Background: an optimization exercise with open tools, aiming at a short achievable clock period and few clock cycles. Do not read the settings as production practice.
In this exercise RTL edits were held to simulation tests only and were not proved equivalent to the original.
Power is estimated from default activity; no workload was simulated.

==> flow/design.v <==
`timescale 1ns / 1ps
module immgen(
  input i_type, s_type, b_type, u_type, j_type,
  input [31:7] inst,
  output [31:0] imm
);
assign imm = ({32{i_type}} & {{21{inst[31]}}, inst[30:20]}) |
             ({32{s_type}} & {{21{inst[31]}}, inst[30:25], inst[11:7]}) |
             ({32{b_type}} & {{20{inst[31]}}, inst[7], inst[30:25], inst[11:8], 1'b0}) |
             ({32{u_type}} & {inst[31:12], 12'b0}) |
             ({32{j_type}} & {{12{inst[31]}}, inst[19:12], inst[20], inst[30:21], 1'b0});
endmodule
`timescale 1ns / 1ps
module regfile(
    input [4:0] a_rs1,
	output [31:0] rs1,
	input [4:0] a_rs2,
	output [31:0] rs2,
	input [4:0] a_rd,
	input [31:0] rd,
	input we,
	input clk
);
reg [31:0] regfile [31:0];
assign rs1 = a_rs1!=0 ? regfile[a_rs1] : 0;
assign rs2 = a_rs2!=0 ? regfile[a_rs2] : 0;
always @(posedge clk) begin
	if (we)
		regfile[a_rd] <= rd;
end
endmodule
`timescale 1ns / 1ps
module branchcomp (
    input [31:0] a,
    input [31:0] b,
    input br_un,
    output br_eq,
	output br_lt
);
wire [32:0] as = {~br_un & a[31], a};
wire [32:0] bs = {~br_un & b[31], b};
assign br_eq = a == b;
assign br_lt = $signed(as) < $signed(bs);
endmodule
`timescale 1ns / 1ps
module alu (
    input [31:0] a, b,
    input sub,           
    input arith,         
    input sel_add, sel_sll, sel_sr, sel_slt, sel_xor, sel_or, sel_and,
    input lt,            
    output [31:0] sum,
    output [31:0] result
);
wire [31:0] bb = sub ? ~b : b;
assign sum = a + bb + {31'b0, sub};
wire [31:0] sll = a << b[4:0];
wire [32:0] sr = $signed({arith & a[31], a}) >>> b[4:0];
assign result = ({32{sel_add}} & sum) |
                ({32{sel_sll}} & sll) |
                ({32{sel_sr}}  & sr[31:0]) |
                ({32{sel_slt}} & {31'b0, lt}) |
                ({32{sel_xor}} & (a ^ b)) |
                ({32{sel_or}}  & (a | b)) |
                ({32{sel_and}} & (a & b));
endmodule
`timescale 1ns / 1ps
module loadstoreunit(
    input [2:0] st_funct3,
    input [1:0] st_addr,
    input [31:0] st_data,
    input st_en,
    output [31:0] st_wdata,
    output [3:0] st_we,
    input [2:0] ld_funct3,
    input [1:0] ld_addr,
    output [11:0] ld_sel_next,
    input [11:0] ld_sel,
    input [31:0] data_rdata,
    output [31:0] ld_data
);
assign st_wdata = (st_funct3[1:0] == 2'b00) ? {4{st_data[7:0]}} :
                  (st_funct3[1:0] == 2'b01) ? {2{st_data[15:0]}} :
                  st_data;
wire [3:0] we_b = 4'b0001 << st_addr;
wire [3:0] we_h = st_addr[1] ? 4'b1100 : 4'b0011;
assign st_we = ~st_en ? 4'b0000 :
               (st_funct3[1:0] == 2'b00) ? we_b :
               (st_funct3[1:0] == 2'b01) ? we_h :
               4'b1111;
wire ld_b = ld_funct3[1:0] == 2'b00;
wire ld_h = ld_funct3[1:0] == 2'b01;
wire ld_w = ~ld_b & ~ld_h;
wire ld_s = ~ld_funct3[2];
wire [3:0] lane_b = 4'b0001 << ld_addr;
wire [3:0] lane_h = ld_addr[1] ? 4'b0100 : 4'b0001;
wire [3:0] b0_n = ld_b ? lane_b : ld_h ? lane_h : 4'b0001;
wire [1:0] b1_n = ld_w ? 2'b01 : ld_h ? (ld_addr[1] ? 2'b10 : 2'b01) : 2'b00;
wire [3:0] e_n = ~ld_s ? 4'b0000 : ld_b ? lane_b : ld_h ? (ld_addr[1] ? 4'b1000 : 4'b0010) : 4'b0000;
assign ld_sel_next = {ld_b, ld_w, e_n, b1_n, b0_n};
wire [3:0] b0 = ld_sel[3:0];
wire [1:0] b1 = ld_sel[5:4];
wire [3:0] e  = ld_sel[9:6];
wire sel_w = ld_sel[10];
wire sel_b = ld_sel[11];
wire [7:0] lane0 = data_rdata[7:0];
wire [7:0] lane1 = data_rdata[15:8];
wire [7:0] lane2 = data_rdata[23:16];
wire [7:0] lane3 = data_rdata[31:24];
wire ext = (e[0] & lane0[7]) | (e[1] & lane1[7]) | (e[2] & lane2[7]) | (e[3] & lane3[7]);
wire [7:0] byte0 = ({8{b0[0]}} & lane0) | ({8{b0[1]}} & lane1) | ({8{b0[2]}} & lane2) | ({8{b0[3]}} & lane3);
wire [7:0] byte1 = ({8{b1[0]}} & lane1) | ({8{b1[1]}} & lane3) | {8{ext & sel_b}};
wire [7:0] byte2 = ({8{sel_w}} & lane2) | {8{ext}};
wire [7:0] byte3 = ({8{sel_w}} & lane3) | {8{ext}};
assign ld_data = {byte3, byte2, byte1, byte0};
endmodule
`timescale 1ns / 1ps
module controlunit(
	input [4:0] opcode,
	input [2:0] funct3,
	input funct7,
	input [4:0] rd,
	output is_load, is_store, is_branch, is_jal, is_jalr, is_sys,
	output uses_rs1, uses_rs2,
	output wen,
	output i_type, s_type, b_type, u_type, j_type,
	output a_pc, a_zero, b_imm,
	output sub, arith, cmp_un,
	output sel_add, sel_sll, sel_sr, sel_slt, sel_xor, sel_or, sel_and, sel_link
);
localparam [4:0] LOAD = 5'b00000;
localparam [4:0] OP_IMM = 5'b00100;
localparam [4:0] AUIPC = 5'b00101;
localparam [4:0] STORE = 5'b01000;
localparam [4:0] OP = 5'b01100;
localparam [4:0] LUI = 5'b01101;
localparam [4:0] BRANCH = 5'b11000;
localparam [4:0] JALR = 5'b11001;
localparam [4:0] JAL = 5'b11011;
localparam [4:0] SYSTEM = 5'b11100;
wire op     = opcode == OP;
wire op_imm = opcode == OP_IMM;
wire lui    = opcode == LUI;
wire auipc  = opcode == AUIPC;
wire alu_op = op | op_imm;
assign is_load   = opcode == LOAD;
assign is_store  = opcode == STORE;
assign is_branch = opcode == BRANCH;
assign is_jal    = opcode == JAL;
assign is_jalr   = opcode == JALR;
assign is_sys    = opcode == SYSTEM;
assign uses_rs1 = alu_op | is_load | is_store | is_branch | is_jalr;
assign uses_rs2 = op | is_store | is_branch;
assign wen = (alu_op | lui | auipc | is_load | is_jal | is_jalr) & (rd != 5'd0);
assign i_type = op_imm | is_load | is_jalr;
assign s_type = is_store;
assign b_type = is_branch;
assign u_type = lui | auipc;
assign j_type = is_jal;
assign a_pc   = auipc;
assign a_zero = lui;
assign b_imm  = ~(op | is_branch);
assign sub    = op & funct7 & (funct3 == 3'b000);
assign arith  = funct7;
assign cmp_un = is_branch ? funct3[1] : funct3[0];
assign sel_add  = (alu_op & (funct3 == 3'b000)) | is_load | is_store | lui | auipc;
assign sel_sll  = alu_op & (funct3 == 3'b001);
assign sel_slt  = alu_op & (funct3[2:1] == 2'b01);
assign sel_xor  = alu_op & (funct3 == 3'b100);
assign sel_sr   = alu_op & (funct3 == 3'b101);
assign sel_or   = alu_op & (funct3 == 3'b110);
assign sel_and  = alu_op & (funct3 == 3'b111);
assign sel_link = is_jal | is_jalr;
endmodule
`timescale 1ns / 1ps
module rv32i(
   input clk,
	input reset,
   input  [31:0] inst_rdata,
   output [31:0] inst_addr,
   input [31:0] data_rdata,
   output [31:0] data_addr,
   output [31:0] data_wdata,
   output [3:0] data_we,
   output trap
);
reg [31:0] pc_f;
reg [29:0] pc_btb;   
reg [7:0] btb_v;
reg [29:0] btb_tag [0:7];
reg [29:0] btb_tgt [0:7];
reg upd_br, upd_jal, upd_eq, upd_lt, upd_f2, upd_f0, upd_pbtb;
reg [2:0] upd_idx;
reg [29:0] upd_tag;
reg [29:0] upd_tgt;
reg valid_d;
reg [31:0] ir_d;
reg [31:0] pc_d;
reg pred_d;
reg is_load_d, is_store_d, is_branch_d, is_jal_d, is_jalr_d, is_sys_d;
reg uses_rs1_d, uses_rs2_d, wen_d;
reg a_pc_d, a_zero_d, b_imm_d;
reg sub_d, arith_d, cmp_un_d;
reg sel_add_d, sel_sll_d, sel_sr_d, sel_slt_d, sel_xor_d, sel_or_d, sel_and_d, sel_link_d;
reg [31:0] imm_d;
reg [31:0] opa_e, opb_e, sd_e, imm_e;
reg [4:0] rd_e;
reg wen_e, is_load_e, is_store_e, is_branch_e, is_jal_e, is_jalr_e, auipc_e, fused_e;
reg pred_e, pred_btb_e;
reg [2:0] funct3_e;
reg sub_e, arith_e, cmp_un_e;
reg sel_add_e, sel_sll_e, sel_sr_e, sel_slt_e, sel_xor_e, sel_or_e, sel_and_e, sel_link_e;
reg [31:0] pc_e, link_e, alt_e, target_e;
reg trap_e;
reg br_inv_e;
reg kill_e;
reg wen_m, is_load_m;
reg [4:0] rd_m;
reg [31:0] result_mb;   
reg [11:0] ld_sel_m;
reg [29:0] daddr_m;
reg [3:0] dwe_m;
reg [31:0] dwdata_m;
reg wen_w;
reg [4:0] rd_w;
reg [31:0] value_w;     
assign inst_addr = pc_f;
wire [7:0] btb_hits;
wire [29:0] btb_sel [0:8];
assign btb_sel[0] = 30'b0;
genvar bi;
generate
	for (bi = 0; bi < 8; bi = bi + 1) begin : btb_cmp
		assign btb_hits[bi] = btb_v[bi] & (btb_tag[bi] == pc_btb);
		assign btb_sel[bi+1] = btb_sel[bi] | ({30{btb_hits[bi]}} & btb_tgt[bi]);
	end
endgenerate
wire btb_hit = |btb_hits;
wire [31:0] btb_target = {btb_sel[8], 2'b00};
wire is_load_f, is_store_f, is_branch_f, is_jal_f, is_jalr_f, is_sys_f;
wire uses_rs1_f, uses_rs2_f, wen_f;
wire i_type_f, s_type_f, b_type_f, u_type_f, j_type_f;
wire a_pc_f, a_zero_f, b_imm_f;
wire sub_f, arith_f, cmp_un_f;
wire sel_add_f, sel_sll_f, sel_sr_f, sel_slt_f, sel_xor_f, sel_or_f, sel_and_f, sel_link_f;
controlunit i_cont (
	.opcode(inst_rdata[6:2]), .funct3(inst_rdata[14:12]), .funct7(inst_rdata[30]), .rd(inst_rdata[11:7]),
	.is_load(is_load_f), .is_store(is_store_f), .is_branch(is_branch_f),
	.is_jal(is_jal_f), .is_jalr(is_jalr_f), .is_sys(is_sys_f),
	.uses_rs1(uses_rs1_f), .uses_rs2(uses_rs2_f), .wen(wen_f),
	.i_type(i_type_f), .s_type(s_type_f), .b_type(b_type_f), .u_type(u_type_f), .j_type(j_type_f),
	.a_pc(a_pc_f), .a_zero(a_zero_f), .b_imm(b_imm_f),
	.sub(sub_f), .arith(arith_f), .cmp_un(cmp_un_f),
	.sel_add(sel_add_f), .sel_sll(sel_sll_f), .sel_sr(sel_sr_f), .sel_slt(sel_slt_f),
	.sel_xor(sel_xor_f), .sel_or(sel_or_f), .sel_and(sel_and_f), .sel_link(sel_link_f));
wire [31:0] imm_f;
immgen i_imm (
   .i_type(i_type_f), .s_type(s_type_f), .b_type(b_type_f), .u_type(u_type_f), .j_type(j_type_f),
   .inst(inst_rdata[31:7]),
   .imm(imm_f));
wire wen_x = wen_e & ~kill_e;
wire is_load_x = is_load_e & ~kill_e;
wire is_store_x = is_store_e & ~kill_e;
wire is_branch_x = is_branch_e & ~kill_e;
wire is_jal_x = is_jal_e & ~kill_e;
wire is_jalr_x = is_jalr_e & ~kill_e;
wire [4:0] rs1_d = ir_d[19:15];
wire [4:0] rs2_d = ir_d[24:20];
wire [4:0] rd_d  = ir_d[11:7];
wire [2:0] funct3_d = ir_d[14:12];
wire [31:0] target_d = pc_d + imm_d;
wire [31:0] link_d = pc_d + 32'd4;
wire [31:0] rf1, rf2;
regfile i_regf (
   .a_rs1(rs1_d), .a_rs2(rs2_d),
   .rs1(rf1), .rs2(rf2),
   .a_rd(rd_w), .rd(value_w), .we(wen_w),
   .clk(clk));
wire m_hit1 = wen_m & (rd_m == rs1_d);
wire m_hit2 = wen_m & (rd_m == rs2_d);
wire w_hit1 = wen_w & (rd_w == rs1_d);
wire w_hit2 = wen_w & (rd_w == rs2_d);
wire [31:0] m_val = is_load_m ? ld_data : result_mb;
wire [31:0] rs1_val = m_hit1 ? m_val : w_hit1 ? value_w : rf1;
wire [31:0] rs2_val = m_hit2 ? m_val : w_hit2 ? value_w : rf2;
wire e_dep1 = wen_x & (rd_e == rs1_d);
wire e_dep2 = wen_x & (rd_e == rs2_d);
wire stall = valid_d & is_load_x & ((uses_rs1_d & e_dep1) | (uses_rs2_d & e_dep2));
wire fuse_d = is_jalr_d & auipc_e & ~kill_e & e_dep1;
wire [31:0] target_jr = target_e + imm_d;
wire redirect_d = valid_d & ~pred_d & ~stall & (is_jal_d | (is_branch_d & ir_d[31]) | fuse_d);
wire pred_taken_d = pred_d | redirect_d;
wire [31:0] a_e = opa_e;
wire [31:0] b_e = opb_e;
wire [31:0] s_e = sd_e;
wire br_eq, br_lt;
branchcomp i_branchcomp (
   .a(a_e), .b(b_e), .br_un(cmp_un_e),
   .br_eq(br_eq), .br_lt(br_lt));
wire [31:0] sum_e, alu_e;
alu i_alu (
   .a(a_e), .b(b_e), .sub(sub_e), .arith(arith_e),
   .sel_add(sel_add_e), .sel_sll(sel_sll_e), .sel_sr(sel_sr_e), .sel_slt(sel_slt_e),
   .sel_xor(sel_xor_e), .sel_or(sel_or_e), .sel_and(sel_and_e),
   .lt(br_lt),
   .sum(sum_e), .result(alu_e));
wire [31:0] addr_e = a_e + imm_e;
wire [31:0] result_e = alu_e | ({32{sel_link_e}} & link_e);
wire cmp_e = funct3_e[2] ? br_lt : br_eq;
wire cond_e = cmp_e ^ funct3_e[0];
wire taken_e = is_jal_x | (is_branch_x & cond_e);
wire mispredict = (is_branch_x & (cmp_e ^ br_inv_e)) | (is_jalr_x & ~fused_e);
wire [31:0] mp_pc = is_jalr_e ? {addr_e[31:1], 1'b0} : alt_e;
wire [31:0] st_wdata;
wire [3:0] st_we;
wire [31:0] ld_data;
wire [11:0] ld_sel_e;
loadstoreunit i_lsu (
   .st_funct3(funct3_e), .st_addr(addr_e[1:0]), .st_data(s_e), .st_en(is_store_x),
   .st_wdata(st_wdata), .st_we(st_we),
   .ld_funct3(funct3_e), .ld_addr(addr_e[1:0]), .ld_sel_next(ld_sel_e),
   .ld_sel(ld_sel_m), .data_rdata(data_rdata),
   .ld_data(ld_data));
assign data_addr = {daddr_m, 2'b00};
assign data_we = dwe_m;
assign data_wdata = dwdata_m;
assign trap = trap_e;
wire go_d = valid_d & ~stall;
wire upd_cond = (upd_f2 ? upd_lt : upd_eq) ^ upd_f0;
wire upd_set = upd_jal | (upd_br & upd_cond);
wire upd_clr = upd_br & ~upd_cond & upd_pbtb;
wire [31:0] pc_next = mispredict ? mp_pc :
                      stall ? pc_f :
                      redirect_d ? (fuse_d ? {target_jr[31:1], 1'b0} : target_d) :
                      btb_hit ? btb_target :
                      pc_f + 32'd4;
always @(posedge clk) begin
	if (reset) pc_f <= 32'b0;
	else pc_f <= pc_next;
	pc_btb <= pc_next[31:2];
	if (reset) begin
		upd_br <= 1'b0;
		upd_jal <= 1'b0;
	end else begin
		upd_br <= is_branch_x;
		upd_jal <= is_jal_x;
	end
	upd_eq <= br_eq;
	upd_lt <= br_lt;
	upd_f2 <= funct3_e[2];
	upd_f0 <= funct3_e[0];
	upd_pbtb <= pred_btb_e;
	upd_idx <= pc_e[4:2];
	upd_tag <= pc_e[31:2];
	upd_tgt <= target_e[31:2];
	if (reset) btb_v <= 8'b0;
	else if (upd_set) btb_v[upd_idx] <= 1'b1;
	else if (upd_clr) btb_v[upd_idx] <= 1'b0;
	if (upd_set) begin
		btb_tag[upd_idx] <= upd_tag;
		btb_tgt[upd_idx] <= upd_tgt;
	end
	if (reset | mispredict) valid_d <= 1'b0;
	else if (~stall) valid_d <= ~redirect_d;
	if (~stall) begin
		ir_d <= inst_rdata;
		pc_d <= pc_f;
		pred_d <= btb_hit;
		is_load_d <= is_load_f;
		is_store_d <= is_store_f;
		is_branch_d <= is_branch_f;
		is_jal_d <= is_jal_f;
		is_jalr_d <= is_jalr_f;
		is_sys_d <= is_sys_f;
		uses_rs1_d <= uses_rs1_f;
		uses_rs2_d <= uses_rs2_f;
		wen_d <= wen_f;
		a_pc_d <= a_pc_f;
		a_zero_d <= a_zero_f;
		b_imm_d <= b_imm_f;
		sub_d <= sub_f;
		arith_d <= arith_f;
		cmp_un_d <= cmp_un_f;
		sel_add_d <= sel_add_f;
		sel_sll_d <= sel_sll_f;
		sel_sr_d <= sel_sr_f;
		sel_slt_d <= sel_slt_f;
		sel_xor_d <= sel_xor_f;
		sel_or_d <= sel_or_f;
		sel_and_d <= sel_and_f;
		sel_link_d <= sel_link_f;
		imm_d <= imm_f;
	end
	if (reset | ~go_d) begin
		wen_e <= 1'b0;
		is_load_e <= 1'b0;
		is_store_e <= 1'b0;
		is_branch_e <= 1'b0;
		is_jal_e <= 1'b0;
		is_jalr_e <= 1'b0;
		auipc_e <= 1'b0;
		fused_e <= 1'b0;
		trap_e <= 1'b0;
		kill_e <= 1'b0;
	end else begin
		kill_e <= mispredict;
		wen_e <= wen_d;
		is_load_e <= is_load_d;
		is_store_e <= is_store_d;
		is_branch_e <= is_branch_d;
		is_jal_e <= is_jal_d;
		is_jalr_e <= is_jalr_d;
		auipc_e <= a_pc_d;
		fused_e <= fuse_d;
		trap_e <= is_sys_d & ~mispredict;
	end
	begin
		opa_e <= (uses_rs1_d & e_dep1) ? result_e : a_zero_d ? 32'b0 : a_pc_d ? pc_d : rs1_val;
		opb_e <= (~b_imm_d & e_dep2) ? result_e : b_imm_d ? imm_d : rs2_val;
		sd_e <= e_dep2 ? result_e : rs2_val;
		imm_e <= imm_d;
		rd_e <= rd_d;
		pred_e <= pred_taken_d;
		br_inv_e <= funct3_d[0] ^ pred_taken_d;
		pred_btb_e <= pred_d;
		funct3_e <= funct3_d;
		sub_e <= sub_d;
		arith_e <= arith_d;
		cmp_un_e <= cmp_un_d;
		sel_add_e <= sel_add_d;
		sel_sll_e <= sel_sll_d;
		sel_sr_e <= sel_sr_d;
		sel_slt_e <= sel_slt_d;
		sel_xor_e <= sel_xor_d;
		sel_or_e <= sel_or_d;
		sel_and_e <= sel_and_d;
		sel_link_e <= sel_link_d;
		pc_e <= pc_d;
		link_e <= link_d;
		alt_e <= pred_taken_d ? link_d : target_d;
		target_e <= target_d;
	end
	if (reset) begin
		wen_m <= 1'b0;
		is_load_m <= 1'b0;
		dwe_m <= 4'b0;
	end else begin
		wen_m <= wen_x;
		is_load_m <= is_load_x;
		dwe_m <= st_we;
	end
	rd_m <= rd_e;
	if (wen_x) result_mb <= result_e;
	ld_sel_m <= ld_sel_e;
	daddr_m <= addr_e[31:2];
	dwdata_m <= st_wdata;
	if (reset) wen_w <= 1'b0;
	else wen_w <= wen_m;
	rd_w <= rd_m;
	if (wen_m) value_w <= is_load_m ? ld_data : result_mb;
end
endmodule
==> flow/flow/run.sh <==
#!/bin/bash
set -euo pipefail
MARGIN=7.6

# 1. standard synthesis, unchanged
bash standard.sh synth > synth.log 2>&1

# 2. floorplan to final layout, with the setup-repair margin
sed "s|\"\${@:-finish}\"|SETUP_SLACK_MARGIN=$MARGIN \"\${@:-finish}\"|" standard.sh > standard_margin.sh
grep -q "SETUP_SLACK_MARGIN=$MARGIN" standard_margin.sh
bash standard_margin.sh finish > layout.log 2>&1
test -f out/final.def
==> flow/standard.sh <==
#!/bin/bash
# synth_recipe.tcl (not shown) runs the flow's synth.tcl, then flattens the netlist and writes it again
# the make line also repeats each setting of config.mk as NAME=value (left out here)
make -C /OpenROAD-flow-scripts/flow DESIGN_CONFIG=/design/flow/config.mk WORK_HOME=/design/flow/orfs CLKGATE_MAP_FILE= SYNTH_SCRIPT=/design/flow/synth_recipe.tcl "${@:-finish}"
==> flow/config.mk <==
export PLATFORM = sky130hd
export DESIGN_NAME = rv32i
export DESIGN_NICKNAME = rv32i
export VERILOG_FILES = /design/flow/design.v
export SDC_FILE = /design/flow/constraint.sdc
export NUM_CORES = 4
export LEC_CHECK = 0
export CAP_MARGIN = 20
export CORE_MARGIN = 2
export CORE_UTILIZATION = 40
export SETUP_SLACK_MARGIN = 0.3
export SLEW_MARGIN = 20
==> flow/constraint.sdc <==
create_clock -name core_clock -period 11.0 [get_ports {clk}]
set_input_delay 2.2000 -clock core_clock [delete_from_list [all_inputs] [get_ports {clk}]]
set_output_delay 2.2000 -clock core_clock [all_outputs]
set_load 0.01 [all_outputs]
==> impl_metrics.yaml, run 1 <==
logic_synthesis:
  synth.avg_cell_area_sq_um: 14.7
  synthArstFlopShare_pct: 0
  synth_top_cells_by_area: "edfxtp_1 (49%), mux4_2 (15%), dfxtp_1 (10%)"
  synth_edf_count: 1675
  syn_area_sq_um: 103000
  synth_seq_cells: 2199
  ys.flop_type: "edfxtp_1"
  synth_top_area_cell: "edfxtp_1"
  netlist_instances: 7030
  ys_seq_area_share_pct: 58.8
  yosysUniqueCellTypes: 95
  yosys_warnings: 2
  synth_top_area_share_pct: 48.6
setup_path:
  start_kind: "flip-flop"
  arrival_ns: 4.46
  r2r_cells: 16
  cpMaxStageDelayCell: "o41a_1"
  crit_path_frequent_cell: "buf_4"
  critPathCaptureType: "flip-flop"
  path_cells: "buf_12 -> buf_4 -> xor2_4 -> ha_4 -> a21oi_4 -> a21oi_2 -> o2111ai_4 -> a21oi_4 -> o41a_1 -> buf_4 -> buf_6 -> a21boi_2 -> o211ai_1 -> buf_4 -> o21a_1 -> mux2_4"
  cp.required_ns: 11.76
  critical-path-max-stage-delay_ns: 0.47
  cp_top_family: "compound AO/OA/AOI/OAI gates"
  worst-path-buf-inv: 5
  critical_path_cell_count: 16
  criticalPathCategory: "flip-flop to flip-flop"
  path_max_fanout: 7
pwr:
  ir_worst_vdd_mv: 0.177
  p_total_mw: 20.3
  power_density_nw_per_um2: 158
  leakagePower_nw: 44.7
timing:
  drv_slew: 0
  worst_pin_slew_ns: 1.27
  setup_viol: 0
  slew_headroom_pct: 14.9
  final.period_utilization_pct: 33.7
  rsz0062_at_grt: "yes"
  hold_violations: 0
  clock_skew_ns: 0.0848
  fmax_mhz: 270
  period_needed_ns: 3.71
  tns_ns: 0
  finalWorstSetupSlack_ns: 7.29
detailed_routing:
  ant_nets: 0
  drtIter0Drc: 10400
  drc_errors: 0
  wl_um: 405000
  wl_per_cell_um: 36.0
  met3_length_um: 44000
  via_per_inst: 6.42
  top_layer: "met5"
  wl_met1_um: 155000
  wl_met2_um: 178000
  drt_first_pass_iters: 6
  via_count: 72200
die:
  coreArea_sq_um: 257000
  ioPinCount: 167
  rows: 186
  die_area_sq_um: 263000
  fp.dieW_um: 512
  initial_core_util_pct: 40.2
  die_y_um: 512
finish:
  n_fill_cell: 21500
  layout-drive-gt1-share_pct: 34.3
  largest_register_ff_count: 1024
  reg_top3: "i_regf.regfile: 1024 flops, btb_tag: 240 flops, btb_tgt: 240 flops"
  regMostFlops: "i_regf.regfile"
  syn_to_final_growth_pct: 23.7
  final_cell_mix: "edfxtp_1 (1,675), mux4_2 (704), buf_4 (402), nor2_1 (372), dfxtp_1 (360)"
  nNetsFinal: 7913
  layout_commonest_cell: "edfxtp_1"
hold_path:
  holdPathStages: 0
  hold_path_class: "flip-flop to flip-flop"
global_routing:
  grt_max_degree: 76
  grt_first_pass_wirelength_um: 550000
  grt_pass1_vias: 68700
  overflow: 0
  antenna_found_initial: 56
  grtUsageTotal_pct: 29.9
placement:
  place_congestion: 1.03
  io_buffer_count: 162
  dp_hpwl_um: 251000
  dp_slack_ns: 5.67
cts:
  cts_tree: "yes"
  clockBufferDepth: 3
  clkSinkCount: 2199
  clockRootBuffer: "clkbuf_16"
  tritoncts.num_buffers: 227
  clkLatencyLatePin_ns: 0.94
  cts_hold_buf: 0
  htreeDepth: 4
  clkSlewWorstSetupHoldPaths_ns: 0.07
flow_run:
  max-cap-violations: 0
outcome:
  status: "timing/DRC/antenna clean"
==> where the power goes <==
| group | internal, mW | total (mW) | switching [mW] |
|---|---|---|---|
| Sequential | 9.06 | 9.36 | 0.296 |
| Clock | 4.64 | 8.11 | 3.46 |
| Combinational | 1.21 | 2.81 | 1.60 |
| Total | 14.9 | 20.3 | 5.36 |
==> cell usage after synthesis, types with 59 or more instances <==
master    count
ha_1        231
buf_1        61
mux2_2      119
nand4_1     132
xnor2_1     330
a22oi_1      76
a21oi_1     351
inv_1       163
dfxtp_1     524
mux2i_1      95
a222oi_1     59
nor3_1       75
xor2_1      116
edfxtp_1   1675
mux4_2      704
a211oi_1     67
buf_2        90
nand2_1     339
nand3_1     113
nor2_1      424
o21ai_0     180
a21o_1       60
clkbuf_1    266
==> worst reg2reg max path, delay by kind of cell (launching register included) <==
family,cells,cell delay (ns)
buffers and inverters,5,0.79
DFF,1,0.38
xor gates and xnor gates,1,0.21
adders and majority gates,1,0.24
AOI/OAI and AO/OA,8,1.70
muxes,1,0.27
==> cell families (layout without fill, tap and decap cells) <==
kind of cell / after synthesis / after routing / share of synthesized area [%]
AOI/OAI and AO/OA: 1224 / 1225 / 8.01
xor gates and xnor gates: 446 / 446 / 3.78
adders and majority gates: 235 / 235 / 2.87
buffers and inverters: 607 / 1387 / 2.42
DFF: 2199 / 2199 / 58.8
muxes: 918 / 918 / 17.6
other: 1 / 52 / 0.00363
and+or+nand+nor: 1400 / 1404 / 6.58
==> layer usage <==
metal  track usage (%)  vias to the layer above
li1                  -                    29200
met1              40.7                    37300
met2              44.8                     4769
met3              6.01                      945
met4              16.9                        8
met5                 0                        -
==> worst paths after layout <==
path,from,to,slack (ns)
setup / recovery,sub_e,opb_e[24],7.29
hold / removal,pc_e[7],upd_tag[5],0.29
setup reg to reg,sub_e,opb_e[24],7.29
hold reg to reg,pc_e[7],upd_tag[5],0.29
==> repair_timing <==
| action | CTS | global route |
|---|---|---|
| resized for setup | 1306 | 366 |
| gates cloned | 51 | 12 |
| buffers inserted | 251 | 153 |
| endpoints found under the setup margin | 527 | 710 |
| pin swaps | 106 | 115 |
==> final cells by class <==
cell class                      count  area (sq um)  share of cell area [%]
Inverter                          166           661                   0.516
Timing Repair inverter              1          11.3                 0.00880
Timing Repair Buffer              787          9120                    7.13
Sequential cell                  2199         61200                    47.9
Clock buffer                      297          6240                    4.88
Tap cell                         3384          4230                    3.31
Antenna cell                       50           125                  0.0978
Clock inverter                    136          1650                    1.29
Multi-Input combinational cell   4230         44700                    34.9
==> stage by stage <==
stage               hold slack [ns]  cell area, sq um  std cells  utilization (%)
detailed placement            0.312            109000      10300             42.5
global placement              0.312            109000      10300             42.5
CTS                           0.278            124000      11000             48.3
global route                  0.307            128000      11200             49.8
floorplan                     0.310            104000       7031                -
finish                        0.288            128000      11300             49.8
Testbench counts, summed over its fixed seeds: cycles 139,412.
==> inputs of run 2 (changes only) <==
--- a/flow/config.mk
+++ b/flow/config.mk
@@ -8,5 +8,5 @@
 export CAP_MARGIN = 20
 export CORE_MARGIN = 2
 export CORE_UTILIZATION = 40
-export SETUP_SLACK_MARGIN = 0.3
 export SLEW_MARGIN = 20
+export TNS_END_PERCENT = 5
==> impl_metrics.yaml, run 2 <==
timing:
  final.period_utilization_pct: 35.9
  fmax_mhz: 253
  drv_slew: 0
  clock_skew_ns: 0.135
  period_needed_ns: 3.95
  slew_headroom_pct: 25.2
  tns_ns: 0
  hold_violations: 0
  worst_pin_slew_ns: 1.12
  rsz0062_at_grt: "yes"
  setup_viol: 0
  finalWorstSetupSlack_ns: 7.05
global_routing:
  grt_max_degree: 82
  grtUsageTotal_pct: 28.7
  grt_pass1_vias: 67400
  antenna_found_initial: 25
  overflow: 0
  grt_first_pass_wirelength_um: 530000
logic_synthesis:
  yosys_warnings: 2
  synth_mux_area_share_pct: 17.6
  synth.most_common_cell: "edfxtp_1"
  synth_top_family_by_area: "multiplexers"
  synth_top_cells_by_area: "edfxtp_1 (49%), mux4_2 (15%), dfxtp_1 (10%)"
  synth.avg_cell_area_sq_um: 14.7
  synth_edf_count: 1675
  netlist_top_cells_count: "edfxtp_1 (1,675), mux4_2 (704), dfxtp_1 (524)"
  synth_seq_cells: 2199
  netlist_instances: 7030
  synthSimpleGateAreaFrac_pct: 6.58
  synth_top_area_share_pct: 48.6
  syn_area_sq_um: 103000
  yosysUniqueCellTypes: 95
  synth_xor_area_share_pct: 3.78
  ys_seq_area_share_pct: 58.8
  ys.flop_type: "edfxtp_1"
  synthArstFlopShare_pct: 0
  synth_compound_area_share_pct: 8.01
  synthAdderAreaFrac_pct: 2.87
  synth_top_area_cell: "edfxtp_1"
cts:
  cts_tree: "yes"
  cts_hold_buf: 0
  htreeDepth: 4
  clockBufferDepth: 3
  clkSlewWorstSetupHoldPaths_ns: 0.07
  tritoncts.num_buffers: 225
  clkLatencyLatePin_ns: 0.95
  clkSinkCount: 2199
  clockRootBuffer: "clkbuf_16"
detailed_routing:
  drc_errors: 0
  drtIter0Drc: 10500
  wl_um: 388000
  via_per_inst: 6.36
  wl_per_cell_um: 35.3
  drt_first_pass_iters: 9
  via_count: 70000
  ant_nets: 0
pwr:
  power_density_nw_per_um2: 162
  ir_worst_vdd_mv: 0.187
  p_total_mw: 19.9
  leakagePower_nw: 42.6
finish:
  final_cell_mix: "edfxtp_1 (1,675), mux4_2 (704), dfxtp_1 (420), nor2_1 (378), nand2_1 (331)"
  reg_top3: "i_regf.regfile: 1024 flops, btb_tag: 240 flops, btb_tgt: 240 flops"
  syn_to_final_growth_pct: 18.7
  layout-drive-gt1-share_pct: 27.4
  largest_register_ff_count: 1024
  regMostFlops: "i_regf.regfile"
  layout_commonest_cell: "edfxtp_1"
  nNetsFinal: 7704
hold_path:
  hold_path_class: "flip-flop to flip-flop"
setup_path:
  start_kind: "flip-flop"
  arrival_ns: 4.70
  criticalPathCategory: "flip-flop to flip-flop"
  cp.required_ns: 11.74
  critPathCaptureType: "flip-flop"
  path_max_fanout: 32
placement:
  place_congestion: 0.992
  dp_hpwl_um: 244000
  io_buffer_count: 162
  dp_slack_ns: 5.72
die:
  ioPinCount: 167
  die_y_um: 512
  initial_core_util_pct: 40.2
  fp.dieW_um: 512
  rows: 186
  die_area_sq_um: 263000
  coreArea_sq_um: 257000
outcome:
  status: "timing/DRC/antenna clean"
flow_run:
  max-cap-violations: 0
run 2: timing repair:
item                       CTS  global route
setup buffers              161            34
pin swaps                   60            37
gates cloned                24            11
gates resized for setup    763           100
setup endpoints to repair  756           614
run 2: final timing paths:
path              startpoint         to  slack (ns)  cells after the start
hold / removal     sel_slt_d  sel_slt_e        0.27                      0
setup reg to reg   flip-flop   opa_e[4]        7.05                      9
hold reg to reg    sel_slt_d  sel_slt_e        0.27                      0
setup / recovery   flip-flop   opa_e[4]        7.05                      9
run 2: final cells by class:
class | instances | area (sq um)
clock inverter | 131 | 1630
sequential | 2199 | 61100
multi-input combinational | 4227 | 42600
fill | 22000 | 134000
antenna | 16 | 40.0
timing repair buffer | 584 | 6400
inverter | 166 | 644
clock buffer | 296 | 6150
tap | 3384 | 4230
run 2: critical path: stages (launching register included):
cell and delay [ns]:
dfxtp_4 0.53, buf_4 0.75, buf_4 0.59, mux4_2 0.39
mux2i_2 0.56, nor2_1 0.11, a21oi_1 0.15, a211oi_1 0.16
a21oi_1 0.42, o22ai_1 0.12
run 2: power breakdown:
group          internal (mW)  switching, mW
clock network           4.52           3.45
logic                   1.08           1.55
registers               9.05          0.285
total                   14.7           5.29
run 2: routing by layer:
layer / global-route usage [%] / vias up / share of wire [%]
li1: - / 28600 / -
met1: 39.3 / 36200 / 39
met2: 43.4 / 4359 / 45
met3: 5.83 / 798 / 10
met4: 14.3 / 6 / 5.8
met5: 0 / - / 0.0095
run 2: logic make-up after synthesis:
group,count (synthesis)
buf+inv,607
compound gates,1224
xor+xnor,446
mux,918
flops,2199
simple gates,1400
other cells,1
fa+ha+maj,235
run 2: through the flow:
stage | std cells | cell area (sq um) | util [%] | hold WS [ns]
global placement | 10300 | 109000 | 42.5 | 0.310
global route | 11000 | 123000 | 47.8 | 0.284
floorplan | 7031 | 103000 | - | 0.310
finish | 11000 | 123000 | 47.8 | 0.272
detailed placement | 10300 | 109000 | 42.5 | 0.312
CTS | 10900 | 121000 | 47.3 | 0.278
==> inputs of run 3 (changes only) <==
--- a/flow/design.v
+++ b/flow/design.v
@@ -52,11 +52,13 @@
     output [31:0] sum,
     output [31:0] result
 );
-wire [31:0] bb = sub ? ~b : b;
-assign sum = a + bb + {31'b0, sub};
+wire [31:0] sum_a = a + b;
+wire [31:0] sum_s = a - b;
+assign sum = sub ? sum_s : sum_a;
 wire [31:0] sll = a << b[4:0];
 wire [32:0] sr = $signed({arith & a[31], a}) >>> b[4:0];
-assign result = ({32{sel_add}} & sum) |
+assign result = ({32{sel_add & ~sub}} & sum_a) |
+                ({32{sub}} & sum_s) |
                 ({32{sel_sll}} & sll) |
                 ({32{sel_sr}}  & sr[31:0]) |
                 ({32{sel_slt}} & {31'b0, lt}) |
--- a/flow/config.mk
+++ b/flow/config.mk
@@ -8,5 +8,5 @@
 export CAP_MARGIN = 20
 export CORE_MARGIN = 2
 export CORE_UTILIZATION = 40
+export SETUP_SLACK_MARGIN = 0.3
 export SLEW_MARGIN = 20
-export TNS_END_PERCENT = 5
==> impl_metrics.yaml, run 3 <==
hold_path:
  hold_path_class: "flip-flop to flip-flop"
logic_synthesis:
  ys_seq_area_share_pct: 58.9
  syn_area_sq_um: 103000
  synth.avg_cell_area_sq_um: 14.6
  synth_top_area_share_pct: 48.7
  synth_top_area_cell: "edfxtp_1"
  yosysUniqueCellTypes: 97
  synth_top_cells_by_area: "edfxtp_1 (49%), mux4_2 (15%), dfxtp_1 (10%)"
  synth.most_common_cell: "edfxtp_1"
  netlist_instances: 7077
  netlist_top_cells_count: "edfxtp_1 (1,675), mux4_2 (699), dfxtp_1 (524)"
  synth_seq_cells: 2199
  synth_edf_count: 1675
  yosys_warnings: 2
  ys.flop_type: "edfxtp_1"
  synthArstFlopShare_pct: 0
global_routing:
  grtUsageTotal_pct: 28.9
  gr-usage-met3_pct: 6.66
  grt_max_degree: 79
  grt.busiest_layer: "met2"
  overflow: 0
  antenna_found_initial: 45
  grtUsageMet1_pct: 36.5
  grt_first_pass_wirelength_um: 536000
  gr-usage-met2_pct: 45.9
  grt_pass1_vias: 68200
detailed_routing:
  ant_nets: 0
  wl_um: 391000
  via_count: 71600
  via_per_inst: 6.37
  drtIter0Drc: 10300
  drt_first_pass_iters: 7
  drc_errors: 0
  wl_per_cell_um: 34.8
finish:
  reg_top3: "i_regf.regfile: 1024 flops, btb_tag: 240 flops, btb_tgt: 240 flops"
  layout-drive-gt1-share_pct: 33.6
  finalInstanceArea_sq_um: 127000
  largest_register_ff_count: 1024
  final_cell_mix: "edfxtp_1 (1,675), mux4_2 (699), dfxtp_1 (372), buf_4 (372), nor2_1 (363)"
  nNetsFinal: 7903
  regMostFlops: "i_regf.regfile"
  layout_commonest_cell: "edfxtp_1"
  final_util_pct: 49.3
  syn_to_final_growth_pct: 22.6
timing:
  fmax_mhz: 258
  drv_slew: 0
  period_needed_ns: 3.87
  worst_pin_slew_ns: 1.22
  final.period_utilization_pct: 35.2
  rsz0062_at_grt: "yes"
  finalWorstSetupSlack_ns: 7.13
  hold_violations: 0
  clock_skew_ns: 0.106
  slew_headroom_pct: 18.6
  tns_ns: 0
  setup_viol: 0
setup_path:
  cp.required_ns: 11.73
  path_max_fanout: 12
  critPathCaptureType: "flip-flop"
  start_kind: "flip-flop"
  criticalPathCategory: "flip-flop to flip-flop"
  arrival_ns: 4.60
pwr:
  ir_worst_vdd_mv: 0.168
  leakagePower_nw: 43.6
  p_total_mw: 20.2
  power_density_nw_per_um2: 160
die:
  rows: 186
  die_area_sq_um: 262000
  initial_core_util_pct: 40.2
  die_y_um: 512
  fp.dieW_um: 512
  coreArea_sq_um: 257000
  ioPinCount: 167
cts:
  clkSlewWorstSetupHoldPaths_ns: 0.07
  htreeDepth: 4
  cts_tree: "yes"
  tritoncts.num_buffers: 223
  clockBufferDepth: 3
  clockRootBuffer: "clkbuf_16"
  clkLatencyLatePin_ns: 0.95
  clkSinkCount: 2199
placement:
  dp_hpwl_um: 243000
  place_area_sq_um: 109000
  dp_slack_ns: 5.20
  place_congestion: 0.955
  io_buffer_count: 162
outcome:
  status: "timing/DRC/antenna clean"
flow_run:
  max-cap-violations: 0
[run 3: worst max-delay path, cell delays in order, from the launching register on]
cell	delay (ns)
dfxtp_4	0.42
buf_12	0.18
inv_2	0.08
ha_4	0.29
nor3_4	0.39
nand4_1	0.39
nor3_4	0.34
buf_12	0.17
xor2_2	0.08
a32oi_2	0.29
o32a_4	0.31
buf_12	0.13
nand2_8	0.08
a2111o_1	0.31
a21oi_2	0.19
a211oi_1	0.08
[run 3: cell families after synthesis]
logic type | Yosys count | share of synthesized area [%]
other | 1 | 0.00363
muxes | 917 | 17.5
DFF | 2199 | 58.9
and+or+nand+nor | 1444 | 6.78
AOI/OAI and AO/OA | 1277 | 8.35
adders and majority gates | 199 | 2.45
xor gates and xnor gates | 420 | 3.56
buffers and inverters | 620 | 2.47
[run 3: power breakdown]
part	total, mW	switching (mW)	internal [mW]
logic	3.06	1.72	1.35
clock network	7.83	3.41	4.42
registers	9.36	0.288	9.07
[run 3: cell type report]
type,instances,area (sq um)
sequential,2199,61200
timing repair buffer,768,8580
tap,3384,4230
inverter,168,688
clock inverter,127,1550
fill,21500,130000
antenna,19,47.5
multi-input combinational,4275,44200
timing repair inverter,3,26.3
clock buffer,297,6110
[run 3: path summary, 6_finish.rpt]
path / from / slack, ns / to / cells after the start
setup / recovery: opb_e[4] / 7.13 / pc_btb[28] / 15
hold / removal: pc_e[13] / 0.28 / upd_tag[11] / 0
setup reg to reg: opb_e[4] / 7.13 / pc_btb[28] / 15
hold reg to reg: pc_e[13] / 0.28 / upd_tag[11] / 0
[run 3: timing repair]
action | 4_1_cts | 5_1_grt
hold endpoints to repair | 0 | 0
pin swaps | 80 | 131
gates cloned | 48 | 14
gates resized for setup | 1227 | 438
hold buffers | 0 | 0
endpoints found under the setup margin | 566 | 447
buffers inserted | 220 | 165
[run 3: per-stage QoR]
step	hold WS (ns)	std cells
after global placement	0.311	10300
after detailed placement	0.312	10300
after floorplan	0.310	7078
after CTS	0.281	11000
after global routing	0.294	11200
final	0.285	11200
[run 3: routing by layer]
layer,vias up,wire length [um]
li1,29200,-
met1,36800,142000
met2,4568,183000
met3,994,40300
met4,8,26100
met5,-,68
Testbench counts of run 3, summed over its fixed seeds: cycles 139,412.
==> inputs of run 4 (changes only) <==
--- a/flow/design.v
+++ b/flow/design.v
@@ -52,13 +52,11 @@
     output [31:0] sum,
     output [31:0] result
 );
-wire [31:0] sum_a = a + b;
-wire [31:0] sum_s = a - b;
-assign sum = sub ? sum_s : sum_a;
+wire [31:0] bb = sub ? ~b : b;
+assign sum = a + bb + {31'b0, sub};
 wire [31:0] sll = a << b[4:0];
 wire [32:0] sr = $signed({arith & a[31], a}) >>> b[4:0];
-assign result = ({32{sel_add & ~sub}} & sum_a) |
-                ({32{sub}} & sum_s) |
+assign result = ({32{sel_add}} & sum) |
                 ({32{sel_sll}} & sll) |
                 ({32{sel_sr}}  & sr[31:0]) |
                 ({32{sel_slt}} & {31'b0, lt}) |
==> flow/flow/run.sh (replaced) <==
#!/bin/bash
# Own layout flow: the standard layout, with the standard synthesis run
# unchanged, and the later steps run with
#  - port buffers of a plain buffer cell (buf_8) instead of the one
#    buffer_ports picks by itself (a clkdlybuf4s50 delay cell).
set -euo pipefail
MARGIN=7.6
PORTBUF=sky130_fd_sc_hd__buf_8

# 1. standard synthesis, unchanged
bash standard.sh synth > synth.log 2>&1

# 2. floorplan to final layout
sed "s|\"\${@:-finish}\"|SETUP_SLACK_MARGIN=$MARGIN BUFFER_PORTS_ARGS=\"-buffer_cell $PORTBUF\" \"\${@:-finish}\"|" standard.sh > standard_margin.sh
grep -q "SETUP_SLACK_MARGIN=$MARGIN BUFFER_PORTS_ARGS=" standard_margin.sh
bash standard_margin.sh finish > layout.log 2>&1
test -f out/final.def
==> impl_metrics.yaml, run 4 <==
timing:
  drv_slew: 0
  rsz0062_at_grt: "yes"
  final.period_utilization_pct: 33.7
  clock_skew_ns: 0.112
  worst_pin_slew_ns: 1.27
  setup_viol: 0
  period_needed_ns: 3.71
  tns_ns: 0
  slew_headroom_pct: 14.8
  fmax_mhz: 269
  hold_violations: 0
die:
  fp.dieW_um: 512
  ioPinCount: 167
  die_y_um: 512
  coreArea_sq_um: 257000
  initial_core_util_pct: 40.2
  die_area_sq_um: 263000
  rows: 186
finish:
  layout-drive-gt1-share_pct: 33.5
  reg_top3: "i_regf.regfile: 1024 flops, btb_tag: 240 flops, btb_tgt: 240 flops"
  final_util_pct: 49.4
  largest_register_ff_count: 1024
  regMostFlops: "i_regf.regfile"
  finalInstanceArea_sq_um: 127000
  layout_commonest_cell: "edfxtp_1"
  final_cell_mix: "edfxtp_1 (1,675), mux4_2 (704), nor2_1 (377), dfxtp_1 (343), buf_4 (335)"
  syn_to_final_growth_pct: 22.7
  nNetsFinal: 7844
logic_synthesis:
  synth_top_area_share_pct: 48.6
  ys.flop_type: "edfxtp_1"
  yosys_warnings: 2
  ys_seq_area_share_pct: 58.8
  synthArstFlopShare_pct: 0
  synth_seq_cells: 2199
  synth.most_common_cell: "edfxtp_1"
  synth_edf_count: 1675
  synth_top_cells_by_area: "edfxtp_1 (49%), mux4_2 (15%), dfxtp_1 (10%)"
  synth_top_area_cell: "edfxtp_1"
  synth.avg_cell_area_sq_um: 14.7
  yosysUniqueCellTypes: 95
  syn_area_sq_um: 103000
  netlist_instances: 7030
  netlist_top_cells_count: "edfxtp_1 (1,675), mux4_2 (704), dfxtp_1 (524)"
setup_path:
  critPathCaptureType: "flip-flop"
  cp.required_ns: 11.76
  criticalPathCategory: "flip-flop to flip-flop"
  path_max_fanout: 7
  arrival_ns: 4.47
  start_kind: "flip-flop"
  r2r_cells: 17
hold_path:
  hold_path_class: "flip-flop to flip-flop"
  holdPathStages: 0
global_routing:
  grtUsageTotal_pct: 29.5
  grt_pass1_vias: 68000
  grt_max_degree: 68
  grt_first_pass_wirelength_um: 544000
  antenna_found_initial: 31
  overflow: 0
placement:
  place_area_sq_um: 110000
  io_buffer_count: 162
  place_congestion: 0.988
  dp_hpwl_um: 249000
detailed_routing:
  met3_length_um: 44000
  wl_um: 401000
  drc_errors: 0
  wl_met1_um: 153000
  top_layer: "met5"
  via_count: 72100
  ant_nets: 0
  wl_met2_um: 177000
  via_per_inst: 6.46
  wl_per_cell_um: 35.9
  drtIter0Drc: 11000
  drt_first_pass_iters: 8
pwr:
  power_density_nw_per_um2: 159
  leakagePower_nw: 44.2
  ir_worst_vdd_mv: 0.161
cts:
  clkSlewWorstSetupHoldPaths_ns: 0.06
  clkLatencyLatePin_ns: 0.92
  htreeDepth: 4
  clockBufferDepth: 3
  cts_tree: "yes"
  tritoncts.num_buffers: 225
  clkSinkCount: 2199
  clockRootBuffer: "clkbuf_16"
  cts_hold_buf: 0
outcome:
  status: "timing/DRC/antenna clean"
flow_run:
  max-cap-violations: 0
## run 4: cell types whose count changed after synthesis, sizes merged, moves of 17 or more
cell,before,now
nand2b,36,19
ha,194,231
a21oi,327,351
nor3,110,75
xor2,138,116
o21ai,249,195
and2,60,41
a211oi,37,68
xnor2,282,330
nand2,369,339
nand4,75,132
a221oi,83,48
## run 4: worst max-delay path, stage by stage (launching register included)
cell,delay [ns]
dfxtp_4,0.41
buf_12,0.19
xor2_2,0.15
inv_1,0.07
fa_2,0.34
nand3b_1,0.23
a21oi_2,0.28
o2111ai_4,0.18
a21oi_4,0.26
buf_6,0.15
buf_6,0.09
o41a_1,0.26
a21boi_2,0.10
nand4_1,0.10
o211ai_1,0.10
buf_4,0.19
o21a_1,0.19
mux2_4,0.28
## run 4: worst paths after layout
check,slack [ns],startpoint,endpoint
worst max-delay path,7.29,sub_e,opb_e[24]
worst min-delay path,0.31,pc_e[5],upd_tag[3]
worst max register to register,7.29,sub_e,opb_e[24]
worst min register to register,0.31,pc_e[5],upd_tag[3]
## run 4: kinds of logic (layout without fill, tap and decap cells)
logic type | after synthesis | count (layout) | share of synthesized area (%)
flip-flops | 2199 | 2199 | 58.8
AND/OR/NAND/NOR | 1400 | 1406 | 6.58
AO/OA/AOI/OAI | 1224 | 1226 | 8.01
multiplexers | 918 | 918 | 17.6
buffers and inverters | 607 | 1306 | 2.42
XOR/XNOR | 446 | 446 | 3.78
adder cells (fa/ha/maj) | 235 | 235 | 2.87
other | 1 | 36 | 0.00363
## run 4: where the power goes
part | internal (mW) | switching, mW
combinational | 1.24 | 1.57
sequential | 9.06 | 0.301
clock | 4.54 | 3.41
## run 4: timing repair
item / in CTS / in global routing
endpoints found under the setup margin: 492 / 586
setup buffers: 248 / 96
pin swaps: 98 / 90
gates resized for setup: 729 / 272
gates cloned: 47 / 20
## run 4: metrics by stage
step,hold slack (ns),instances,setup WS [ns],power [mW]
6_report,0.310,11200,7.29,20.1
5_1_grt,0.312,11100,7.21,20.6
4_1_cts,0.308,11000,7.29,20.0
3_5_place_dp,0.312,10300,5.44,11.8
3_3_place_gp,0.312,10300,5.54,11.8
2_1_floorplan,0.310,7031,6.76,10.7
## run 4: area by class of cell
| type | instances | area [sq um] |
|---|---|---|
| Sequential cell | 2199 | 61300 |
| Tap cell | 3384 | 4230 |
| Antenna cell | 34 | 85.1 |
| Clock inverter | 122 | 1490 |
| Inverter | 166 | 662 |
| Timing Repair Buffer | 717 | 9270 |
| Multi-Input combinational cell | 4233 | 43600 |
| Timing Repair inverter | 1 | 8.76 |
| Fill cell | 21600 | 130000 |
| Clock buffer | 300 | 6260 |
## run 4: per-layer routing
metal,vias to the layer above,GRT usage [%]
met3,869,5.85
met4,8,16.2
met1,37300,40.4
li1,29000,-
met2,4879,44.2
met5,-,0
Testbench counts of run 4, summed over its fixed seeds: cycles 139,412.
==> inputs of run 5 (changes only) <==
--- a/flow/design.v
+++ b/flow/design.v
@@ -120,7 +120,7 @@
 	input [2:0] funct3,
 	input funct7,
 	input [4:0] rd,
-	output is_load, is_store, is_branch, is_jal, is_jalr, is_sys,
+	output is_load, is_store, is_branch, is_jal, is_jalr, is_sys, is_addi,
 	output uses_rs1, uses_rs2,
 	output wen,
 	output i_type, s_type, b_type, u_type, j_type,
@@ -149,6 +149,7 @@
 assign is_jal    = opcode == JAL;
 assign is_jalr   = opcode == JALR;
 assign is_sys    = opcode == SYSTEM;
+assign is_addi   = op_imm & (funct3 == 3'b000);
 assign uses_rs1 = alu_op | is_load | is_store | is_branch | is_jalr;
 assign uses_rs2 = op | is_store | is_branch;
 assign wen = (alu_op | lui | auipc | is_load | is_jal | is_jalr) & (rd != 5'd0);
@@ -197,15 +198,16 @@
 reg [31:0] ir_d;
 reg [31:0] pc_d;
 reg pred_d;
-reg is_load_d, is_store_d, is_branch_d, is_jal_d, is_jalr_d, is_sys_d;
+reg is_load_d, is_store_d, is_branch_d, is_jal_d, is_jalr_d, is_sys_d, is_addi_d;
 reg uses_rs1_d, uses_rs2_d, wen_d;
 reg a_pc_d, a_zero_d, b_imm_d;
 reg sub_d, arith_d, cmp_un_d;
 reg sel_add_d, sel_sll_d, sel_sr_d, sel_slt_d, sel_xor_d, sel_or_d, sel_and_d, sel_link_d;
 reg [31:0] imm_d;
+reg bz_rs1_d, bz_rs2_d;   
 reg [31:0] opa_e, opb_e, sd_e, imm_e;
 reg [4:0] rd_e;
-reg wen_e, is_load_e, is_store_e, is_branch_e, is_jal_e, is_jalr_e, auipc_e, fused_e;
+reg wen_e, is_load_e, is_store_e, is_branch_e, is_jal_e, is_jalr_e, auipc_e, fused_e, addi_e;
 reg pred_e, pred_btb_e;
 reg [2:0] funct3_e;
 reg sub_e, arith_e, cmp_un_e;
@@ -237,7 +239,7 @@
 endgenerate
 wire btb_hit = |btb_hits;
 wire [31:0] btb_target = {btb_sel[8], 2'b00};
-wire is_load_f, is_store_f, is_branch_f, is_jal_f, is_jalr_f, is_sys_f;
+wire is_load_f, is_store_f, is_branch_f, is_jal_f, is_jalr_f, is_sys_f, is_addi_f;
 wire uses_rs1_f, uses_rs2_f, wen_f;
 wire i_type_f, s_type_f, b_type_f, u_type_f, j_type_f;
 wire a_pc_f, a_zero_f, b_imm_f;
@@ -246,7 +248,7 @@
 controlunit i_cont (
 	.opcode(inst_rdata[6:2]), .funct3(inst_rdata[14:12]), .funct7(inst_rdata[30]), .rd(inst_rdata[11:7]),
 	.is_load(is_load_f), .is_store(is_store_f), .is_branch(is_branch_f),
-	.is_jal(is_jal_f), .is_jalr(is_jalr_f), .is_sys(is_sys_f),
+	.is_jal(is_jal_f), .is_jalr(is_jalr_f), .is_sys(is_sys_f), .is_addi(is_addi_f),
 	.uses_rs1(uses_rs1_f), .uses_rs2(uses_rs2_f), .wen(wen_f),
 	.i_type(i_type_f), .s_type(s_type_f), .b_type(b_type_f), .u_type(u_type_f), .j_type(j_type_f),
 	.a_pc(a_pc_f), .a_zero(a_zero_f), .b_imm(b_imm_f),
@@ -288,8 +290,14 @@
 wire stall = valid_d & is_load_x & ((uses_rs1_d & e_dep1) | (uses_rs2_d & e_dep2));
 wire fuse_d = is_jalr_d & auipc_e & ~kill_e & e_dep1;
 wire [31:0] target_jr = target_e + imm_d;
-wire redirect_d = valid_d & ~pred_d & ~stall & (is_jal_d | (is_branch_d & ir_d[31]) | fuse_d);
-wire pred_taken_d = pred_d | redirect_d;
+wire bz_d = addi_e & ((bz_rs1_d & e_dep1) | (bz_rs2_d & e_dep2));
+wire addi_zero_e = (opa_e ^ opb_e) == {opa_e[30:0] | opb_e[30:0], 1'b0};
+wire bz_taken_d = addi_zero_e ^ funct3_d[0];
+wire static_taken_d = bz_d ? bz_taken_d : (is_jal_d | (is_branch_d & ir_d[31]));
+wire redirect_tk_d = ~pred_d & static_taken_d;
+wire redirect_nt_d = pred_d & bz_d & ~bz_taken_d;
+wire redirect_d = valid_d & ~stall & (redirect_tk_d | redirect_nt_d | (~pred_d & fuse_d));
+wire pred_taken_d = bz_d ? bz_taken_d : (pred_d | redirect_d);
 wire [31:0] a_e = opa_e;
 wire [31:0] b_e = opb_e;
 wire [31:0] s_e = sd_e;
@@ -331,7 +339,7 @@
 wire upd_clr = upd_br & ~upd_cond & upd_pbtb;
 wire [31:0] pc_next = mispredict ? mp_pc :
                       stall ? pc_f :
-                      redirect_d ? (fuse_d ? {target_jr[31:1], 1'b0} : target_d) :
+                      redirect_d ? (fuse_d ? {target_jr[31:1], 1'b0} : redirect_nt_d ? link_d : target_d) :
                       btb_hit ? btb_target :
                       pc_f + 32'd4;
 always @(posedge clk) begin
@@ -371,6 +379,7 @@
 		is_branch_d <= is_branch_f;
 		is_jal_d <= is_jal_f;
 		is_jalr_d <= is_jalr_f;
+		is_addi_d <= is_addi_f;
 		is_sys_d <= is_sys_f;
 		uses_rs1_d <= uses_rs1_f;
 		uses_rs2_d <= uses_rs2_f;
@@ -390,6 +399,8 @@
 		sel_and_d <= sel_and_f;
 		sel_link_d <= sel_link_f;
 		imm_d <= imm_f;
+		bz_rs1_d <= is_branch_f & (inst_rdata[14:13] == 2'b00) & (inst_rdata[24:20] == 5'd0);
+		bz_rs2_d <= is_branch_f & (inst_rdata[14:13] == 2'b00) & (inst_rdata[19:15] == 5'd0) & (inst_rdata[24:20] != 5'd0);
 	end
 	if (reset | ~go_d) begin
 		wen_e <= 1'b0;
@@ -400,6 +411,7 @@
 		is_jalr_e <= 1'b0;
 		auipc_e <= 1'b0;
 		fused_e <= 1'b0;
+		addi_e <= 1'b0;
 		trap_e <= 1'b0;
 		kill_e <= 1'b0;
 	end else begin
@@ -412,6 +424,7 @@
 		is_jalr_e <= is_jalr_d;
 		auipc_e <= a_pc_d;
 		fused_e <= fuse_d;
+		addi_e <= is_addi_d;
 		trap_e <= is_sys_d & ~mispredict;
 	end
 	begin
==> flow/flow/run.sh (replaced) <==
#!/bin/bash
set -euo pipefail
MARGIN=7.6

# 1. standard synthesis, unchanged
bash standard.sh synth > synth.log 2>&1

# 2. floorplan to final layout, with the setup-repair margin
sed "s|\"\${@:-finish}\"|SETUP_SLACK_MARGIN=$MARGIN \"\${@:-finish}\"|" standard.sh > standard_margin.sh
grep -q "SETUP_SLACK_MARGIN=$MARGIN" standard_margin.sh
bash standard_margin.sh finish > layout.log 2>&1
test -f out/final.def
==> impl_metrics.yaml, run 5 <==
global_routing:
  grtUsageTotal_pct: 29.5
  grt_pass1_vias: 69800
  grt_max_degree: 65
  overflow: 0
  antenna_found_initial: 49
  grt_first_pass_wirelength_um: 552000
logic_synthesis:
  ys.flop_type: "edfxtp_1"
  netlist_instances: 7181
  ys_seq_area_share_pct: 58.1
  synth_top_area_share_pct: 48.1
  yosysUniqueCellTypes: 102
  synth.most_common_cell: "edfxtp_1"
  synthArstFlopShare_pct: 0
  netlist_top_cells_count: "edfxtp_1 (1,678), mux4_2 (703), dfxtp_1 (525)"
  synth_seq_cells: 2203
  synth.avg_cell_area_sq_um: 14.6
  synth_top_cells_by_area: "edfxtp_1 (48%), mux4_2 (15%), dfxtp_1 (10%)"
  synth_top_area_cell: "edfxtp_1"
  syn_area_sq_um: 105000
  synth_edf_count: 1678
  yosys_warnings: 2
pwr:
  power_density_nw_per_um2: 157
  ir_worst_vdd_mv: 0.146
  leakagePower_nw: 44.6
placement:
  place_congestion: 0.981
  placed_cells: 10600
  io_buffer_count: 162
  dp_hpwl_um: 254000
timing:
  period_needed_ns: 3.91
  tns_ns: 0
  final.period_utilization_pct: 35.5
  slew_headroom_pct: 25.4
  drv_slew: 0
  setup_viol: 0
  hold_violations: 0
  fmax_mhz: 256
  worst_pin_slew_ns: 1.12
  clock_skew_ns: 0.119
  rsz0062_at_grt: "yes"
detailed_routing:
  ant_nets: 0
  drt_first_pass_iters: 8
  via_count: 72800
  wl_per_cell_um: 35.3
  via_per_inst: 6.37
  drc_errors: 0
  wl_um: 404000
  drtIter0Drc: 9672
outcome:
  status: "timing/DRC/antenna clean"
setup_path:
  critPathCaptureType: "flip-flop"
  path_max_fanout: 7
  start_kind: "flip-flop"
  arrival_ns: 4.71
  cp.required_ns: 11.81
  criticalPathCategory: "flip-flop to flip-flop"
die:
  die_y_um: 516
  coreArea_sq_um: 260000
  rows: 187
  ioPinCount: 167
  initial_core_util_pct: 40.3
  die_area_sq_um: 266000
  fp.dieW_um: 516
finish:
  syn_to_final_growth_pct: 22.3
  seq_area_sq_um: 61300
  layout-drive-gt1-share_pct: 32.6
  final_cell_mix: "edfxtp_1 (1,678), mux4_2 (703), dfxtp_1 (368), buf_4 (358), xnor2_1 (335)"
  regMostFlops: "i_regf.regfile"
  multi_input_area_sq_um: 45300
  reg_top3: "i_regf.regfile: 1024 flops, btb_tag: 240 flops, btb_tgt: 240 flops"
  instances_no_fill: 11400
  n_fill_cell: 22000
  largest_register_ff_count: 1024
  nNetsFinal: 8030
  layout_commonest_cell: "edfxtp_1"
cts:
  clockBufferDepth: 4
  htreeDepth: 4
  clockRootBuffer: "clkbuf_16"
  clkSinkCount: 2203
  clkSlewWorstSetupHoldPaths_ns: 0.06
  clkLatencyLatePin_ns: 0.89
  tritoncts.num_buffers: 233
  cts_tree: "yes"
hold_path:
  hold_path_class: "flip-flop to flip-flop"
flow_run:
  max-cap-violations: 0
## run 5: logic make-up after synthesis
logic type	after synthesis	synth area share (%)
mux	942	17.6
xor+xnor	470	3.93
compound gates	1225	8.14
other cells	1	0.00358
fa+ha+maj	235	2.83
buf+inv	645	2.45
flops	2203	58.1
simple gates	1460	6.96
## run 5: what timing repair did
| action | in CTS | in global routing |
|---|---|---|
| endpoints found under the setup margin | 706 | 384 |
| hold endpoints to repair | 0 | 0 |
| gates cloned | 40 | 13 |
| pin swaps | 89 | 104 |
| buffers inserted | 237 | 113 |
| hold buffers | 0 | 0 |
| gates resized for setup | 1130 | 403 |
## run 5: report_power, final
part           internal, mW  switching, mW
sequential             9.08          0.271
combinational          1.22           1.61
clock                  4.57           3.38
## run 5: final cells by class
class,instances,share of cell area (%)
Inverter,185,0.580
Tap cell,3496,3.41
Timing Repair Buffer,763,6.78
Sequential cell,2203,47.8
Antenna cell,20,0.0391
Multi-Input combinational cell,4343,35.4
Clock buffer,309,5.08
Clock inverter,121,0.887
## run 5: final timing paths
kind | startpoint | depth (start not counted) | slack [ns] | endpoint
max reg2reg | opb_e[20] | 14 | 7.09 | pc_f[20]
min | pc_e[20] | 0 | 0.30 | upd_tag[18]
min reg2reg | pc_e[20] | 0 | 0.30 | upd_tag[18]
max | opb_e[20] | 14 | 7.09 | pc_f[20]
## run 5: layer usage
metal  global-route usage (%)  vias up  routed length (um)
met1                     38.1    37600              149000
met3                     6.48      942               42100
li1                         -    29700                   -
met5                        0        -                  27
met2                     47.0     4520              189000
met4                     14.8        4               23500
## run 5: worst max-delay path, cell delays in order (launching register included)
cell	delay [ns]
dfxtp_4	0.39
inv_4	0.05
ha_4	0.23
or4_4	0.53
or4b_4	0.59
or2_1	0.25
o22a_4	0.23
a21oi_4	0.25
mux2i_4	0.29
buf_12	0.18
buf_12	0.15
buf_6	0.12
a22o_1	0.16
o32a_1	0.24
and2_1	0.14
## run 5: through the flow
| stage | utilization, % | power, mW | setup WS, ns | cell area (sq um) | hold slack (ns) |
|---|---|---|---|---|---|
| 6_report | 49.2 | 20.1 | 7.09 | 128000 | 0.297 |
| 5_1_grt | 49.2 | 20.6 | 7.09 | 128000 | 0.304 |
| 4_1_cts | 47.9 | 19.9 | 7.13 | 125000 | 0.301 |
| 3_5_place_dp | 42.7 | 11.8 | 5.65 | 111000 | 0.312 |
| 3_3_place_gp | 42.7 | 11.8 | 5.64 | 111000 | 0.313 |
| 2_1_floorplan | - | 10.8 | 6.76 | 105000 | 0.310 |
Testbench counts of run 5, summed over its fixed seeds: cycles 137,561.
==> inputs of run 6 (changes only) <==
--- a/flow/config.mk
+++ b/flow/config.mk
@@ -8,5 +8,5 @@
 export CAP_MARGIN = 20
 export CORE_MARGIN = 2
 export CORE_UTILIZATION = 40
-export SETUP_SLACK_MARGIN = 0.3
 export SLEW_MARGIN = 20
+export TNS_END_PERCENT = 5
==> impl_metrics.yaml, run 6 <==
logic_synthesis:
  ys_seq_area_share_pct: 58.1
  yosys_warnings: 2
  netlist_top_cells_count: "edfxtp_1 (1,678), mux4_2 (703), dfxtp_1 (525)"
  synth.most_common_cell: "edfxtp_1"
  ys.flop_type: "edfxtp_1"
  synth.avg_cell_area_sq_um: 14.6
  synth_seq_cells: 2203
  yosysUniqueCellTypes: 102
  synth_top_area_share_pct: 48.1
  synth_top_cells_by_area: "edfxtp_1 (48%), mux4_2 (15%), dfxtp_1 (10%)"
  synthArstFlopShare_pct: 0
  netlist_instances: 7181
  syn_area_sq_um: 105000
finish:
  final_cell_mix: "edfxtp_1 (1,678), mux4_2 (703), dfxtp_1 (402), xnor2_1 (340), nand2_1 (338)"
  largest_register_ff_count: 1024
  instances_no_fill: 11300
  syn_to_final_growth_pct: 18.5
  n_fill_cell: 22300
  multi_input_area_sq_um: 43500
  layout-drive-gt1-share_pct: 27.1
  seq_area_sq_um: 61200
  nNetsFinal: 7846
  reg_top3: "i_regf.regfile: 1024 flops, btb_tag: 240 flops, btb_tgt: 240 flops"
  layout_commonest_cell: "edfxtp_1"
  regMostFlops: "i_regf.regfile"
cts:
  clkSlewWorstSetupHoldPaths_ns: 0.07
  clockBufferDepth: 3
  clkSinkCount: 2203
  clockRootBuffer: "clkbuf_16"
  clkLatencyLatePin_ns: 0.93
  cts_tree: "yes"
  htreeDepth: 4
pwr:
  cellInternalPower_mw: 14.8
  ir_worst_vdd_mv: 0.180
  clockPowerShare_pct: 40.6
  power_frac_comb_pct: 12.8
  power_density_nw_per_um2: 161
  switching_share_pct: 26.3
detailed_routing:
  wl_um: 395000
  drt_first_pass_iters: 9
  drtIter0Drc: 10500
  via_count: 71800
  wl_per_cell_um: 35.0
die:
  ioPinCount: 167
  initial_core_util_pct: 40.3
  die_area_sq_um: 266000
  rows: 187
hold_path:
  hold_path_class: "flip-flop to flip-flop"
placement:
  dp_slack_ns: 5.07
  dp_hpwl_um: 251000
  placed_cells: 10600
global_routing:
  antenna_found_initial: 58
  grt_pass1_vias: 68400
  grt_max_degree: 67
  grtUsageTotal_pct: 28.7
  overflow: 0
timing:
  hold_violations: 0
  tns_ns: 0
  drv_slew: 0
  clock_skew_ns: 0.103
  holdWs_ns: 0.244
  setup_viol: 0
setup_path:
  setup.worst_path.start: "opb_e[19]"
  path_cells: "inv_4 -> ha_4 -> or4_4 -> or4b_4 -> or2_0 -> o22a_2 -> a21oi_4 -> mux2_4 -> nor2_8 -> buf_12 -> and3_1"
  arrival_ns: 4.65
  worst-path-buf-inv: 2
  start_kind: "flip-flop"
  criticalPathCategory: "flip-flop to flip-flop"
  cpMaxStageDelayCell: "or4b_4"
outcome:
  status: "timing/DRC/antenna clean"
flow_run:
  max-cap-violations: 0
run 6: power groups by stage:
| stage | sequential (mW) | clock, mW | combinational (mW) |
|---|---|---|---|
| global placement | 9.56 | 0 | 2.19 |
| floorplan | 9.39 | 0 | 1.37 |
| finish | 9.35 | 8.14 | 2.56 |
| detailed placement | 9.57 | 0 | 2.19 |
| global route | 9.35 | 8.53 | 2.66 |
| CTS | 9.35 | 8.21 | 2.37 |
run 6: metrics by stage:
step	utilization (%)	total power, mW	area [sq um]
after global placement	42.6	11.7	111000
final	47.7	20.0	124000
after detailed placement	42.6	11.8	111000
after global routing	47.7	20.5	124000
after CTS	46.9	19.9	122000
after floorplan	-	10.8	105000
run 6: cell families after synthesis:
| kind of cell | after synthesis | share of synthesized area [%] |
|---|---|---|
| muxes | 942 | 17.6 |
| other | 1 | 0.00358 |
| xor gates and xnor gates | 470 | 3.93 |
| buffers and inverters | 645 | 2.45 |
| and+or+nand+nor | 1460 | 6.96 |
| DFF | 2203 | 58.1 |
| adders and majority gates | 235 | 2.83 |
| AOI/OAI and AO/OA | 1225 | 8.14 |
run 6: routing by layer:
metal  part of all wire, %  up-vias  routed length (um)  global-route usage, %
li1                      -    29300                   -                      -
met1                    38    36900              149000                   37.7
met2                    45     4618              180000                   44.4
met3                    11      947               44300                   7.22
met4                   5.6       10               22300                   13.9
met5                 0.018        -                  71                      0
run 6: layout make-up:
class / instances / area share, %
flip-flops and latches: 2203 / 49.3
inverters: 185 / 0.597
clock inverters: 144 / 1.37
well taps: 3496 / 3.52
clock buffers: 291 / 5.06
repair inverters: 1 / 0.00907
repair buffers: 588 / 5.10
diodes: 21 / 0.0423
multi-input cells: 4338 / 35.0
run 6: worst paths after layout:
check / end / slack, ns / cells after the start
max: trap_e / 7.13 / 11
min: upd_tag[10] / 0.24 / 0
max reg2reg: trap_e / 7.13 / 11
min reg2reg: upd_tag[10] / 0.24 / 0
run 6: timing repair:
item | CTS | global route
hold buffers | 0 | 0
setup buffers | 106 | 87
pin swaps | 49 | 66
setup endpoints to repair | 862 | 771
gates cloned | 16 | 11
gates resized for setup | 548 | 239

Re-timed with assumed drivers on the ports (clkbuf_16 on the clock, buf_2 on other inputs), run 6 has 7.113 ns of setup slack against 7.127 ns with ideal ports, and 6.195 ns once port delays also move by the mid clock arrival of 0.971 ns.
